This is an optimization exercise on Yosys and OpenROAD, whose aim is small area and a short achievable clock period, not a production implementation. Power and IR drop assume default switching activity.

## bit_population_counter_top
module bit_population_counter_top (
  input  logic         clk_i,
  input  logic         srst_i,
  input  logic [127:0] data_i,
  input  logic         data_val_i,
  output logic [6:0]   data_o,
  output logic         data_val_o
);
Size: roughly 220 cells after synthesis, roughly 140 I/O pins, ~0.0041 mm² of cells after synthesis.
Settings: LEC_CHECK=0, CAP_MARGIN=20, CORE_MARGIN=2, CORE_UTILIZATION=40, SLEW_MARGIN=20, SYNTH_ARGS=-noabc, BUFFER_PORTS_ARGS=-buffer_cell sky130_fd_sc_hd__buf_1, CTS_ARGS=-sink_clustering_enable -repair_clock_nets -dont_use_dummy_load -buf_list {sky130_fd_sc_hd__clkbuf_4 sky130_fd_sc_hd__clkbuf_8}; clock period 2.6 ns.
standard.sh (not shown) runs the stock make flow with config.mk's settings and CLKGATE_MAP_FILE= SYNTH_SCRIPT=/design/flow/synth_recipe.tcl, a recipe that flattens the netlist after the stock synthesis.
==> flow/flow/run.sh <==
#!/bin/bash
# The standard layout (standard.sh) with three changes to its settings:
#  - Yosys's synth runs without its early "abc -fast" pass (SYNTH_ARGS=-noabc),
#    so extract_fa keeps the RTL's full adders in their true polarity instead
#    of adding inverters around them; the registers are the same;
#  - ports are buffered with plain buf_1 cells instead of delay buffers;
#  - CTS inserts no dummy loads and uses small clock buffers.
# make's output (every step's log is also kept under orfs/logs) goes to flow.log.
set -euo pipefail
cat >> config.mk <<'CFG'
export SYNTH_ARGS = -noabc
export BUFFER_PORTS_ARGS = -buffer_cell sky130_fd_sc_hd__buf_1
export CTS_ARGS = -sink_clustering_enable -repair_clock_nets -dont_use_dummy_load -buf_list {sky130_fd_sc_hd__clkbuf_4 sky130_fd_sc_hd__clkbuf_8}
CFG
bash standard.sh finish > flow.log 2>&1
==> next run, changes <==
--- a/flow/design.v
+++ b/flow/design.v
@@ -245,34 +245,33 @@
   wire s235 = p1[10] ^ p1[11] ^ p1[12];
   wire c236 = (p1[10] & p1[11]) | (p1[10] & p1[12]) | (p1[11] & p1[12]);
   wire s237 = c232 ^ s235 ^ c234;
   wire c238 = (c232 & s235) | (c232 & c234) | (s235 & c234);
   logic [8:0] p2;
   wire s239 = p2[6] ^ p2[7] ^ p2[8];
   wire c240 = (p2[6] & p2[7]) | (p2[6] & p2[8]) | (p2[7] & p2[8]);
-  logic [7:0] p3;
-  wire s241 = p3[0] ^ p3[1];
-  wire c242 = p3[0] & p3[1];
-  wire o243 = p3[2] ^ c242;
-  wire g244 = (p3[2] & c242);
-  wire o245 = p3[3] ^ g244;
-  wire q246 = p3[3] & p3[2];
+  wire s241 = p2[0] ^ p2[1];
+  wire c242 = p2[0] & p2[1];
+  wire o243 = p2[2] ^ c242;
+  wire g244 = (p2[2] & c242);
+  wire o245 = p2[3] ^ g244;
+  wire q246 = p2[3] & p2[2];
   wire g247 = (q246 & c242);
-  wire o248 = p3[4] ^ g247;
-  wire q249 = p3[4] & p3[3];
+  wire o248 = p2[4] ^ g247;
+  wire q249 = p2[4] & p2[3];
   wire g250 = (q249 & g244);
-  wire o251 = p3[5] ^ g250;
-  wire q252 = p3[5] & p3[4];
-  wire q253 = q252 & p3[3];
+  wire o251 = p2[5] ^ g250;
+  wire q252 = p2[5] & p2[4];
+  wire q253 = q252 & p2[3];
   wire g254 = (q253 & g244);
-  wire o255 = p3[6] ^ g254;
-  wire q256 = p3[6] & p3[5];
-  wire q257 = q256 & p3[4];
+  wire o255 = s239 ^ g254;
+  wire q256 = s239 & p2[5];
+  wire q257 = q256 & p2[4];
   wire g258 = (q257 & g247);
-  wire o259 = p3[7] ^ g258;
+  wire o259 = c240 ^ g258;
   always_ff @( posedge clk_i )
     begin
       p0[0] <= s99;
       p0[1] <= s113;
       p0[2] <= s115;
       p0[3] <= s117;
       p0[4] <= s119;
@@ -330,28 +329,20 @@
       p2[2] <= p1[2];
       p2[3] <= s229;
       p2[4] <= s233;
       p2[5] <= s237;
       p2[6] <= p1[13];
       p2[7] <= c236;
       p2[8] <= c238;
-      p3[0] <= p2[0];
-      p3[1] <= p2[1];
-      p3[2] <= p2[2];
-      p3[3] <= p2[3];
-      p3[4] <= p2[4];
-      p3[5] <= p2[5];
-      p3[6] <= s239;
-      p3[7] <= c240;
     end
   wire [6:0] count = {o259, o255, o251, o248, o245, o243, s241};
-  logic [3:0] val;
+  logic [2:0] val;
   always_ff @( posedge clk_i )
     begin
       if ( srst_i )
         val <= '0;
       else
-        val <= { val[2:0], data_val_i };
+        val <= { val[1:0], data_val_i };
     end
-  assign data_val_o = val[3];
+  assign data_val_o = val[2];
   assign data_o = count;
 endmodule
After rerunning: Synthesized cell count drops by 4.6%. Setup slack is worse by 0.17 ns. Sequential power is lower by 11%. Core utilization is lower by 0.79 points. Die area decreases by about 4.4%. Global-route usage is higher by 0.44 points. Area after synthesis fell by 4.6%. Combinational power went up by about 4%. Hold slack improved by 0.0059 ns. Routed wire length falls by about 2.6%. Final area decreases by 3.9%. Via count goes down by about 3%. Total power decreases by about 2.7%.
No functional check of the RTL was part of any run of this note.

## separate check: timing with driven ports
No port has a modelled driver above. Below, the same layouts with a new extraction and two added sets of constraints. Step 1 (the two cells are an assumption about what drives the block):
set clk [get_ports {clk_i}]
set_driving_cell -lib_cell sky130_fd_sc_hd__clkbuf_16 $clk
set_driving_cell -lib_cell sky130_fd_sc_hd__buf_2 [delete_from_list [all_inputs] $clk]
Step 2 adds t to the input delays and takes it off the output delays; t is the mean of the earliest and latest rising clock arrival at the registers after step 1. Input paths then give back, and output paths get back, about the clock's delay inside the block. Three values: ideal ports, drivers, drivers and shift; two values: the first two.
run | t (ns) | slack for setup (ns) | hold slack, ns | cell pins on the clock port's net
the first run | 0.353 | 0.565 / 0.535 / 0.312 | 0.320 / 0.320 / 0.320 | 1
the second run | 0.355 | 0.397 / 0.368 / 0.283 | 0.326 / 0.326 / 0.326 | 1
After both steps setup and hold are still met in every run listed. For the first run, which loses most, drivers alone change the setup slack by -0.030 ns; drivers and shift together by -0.253 ns.
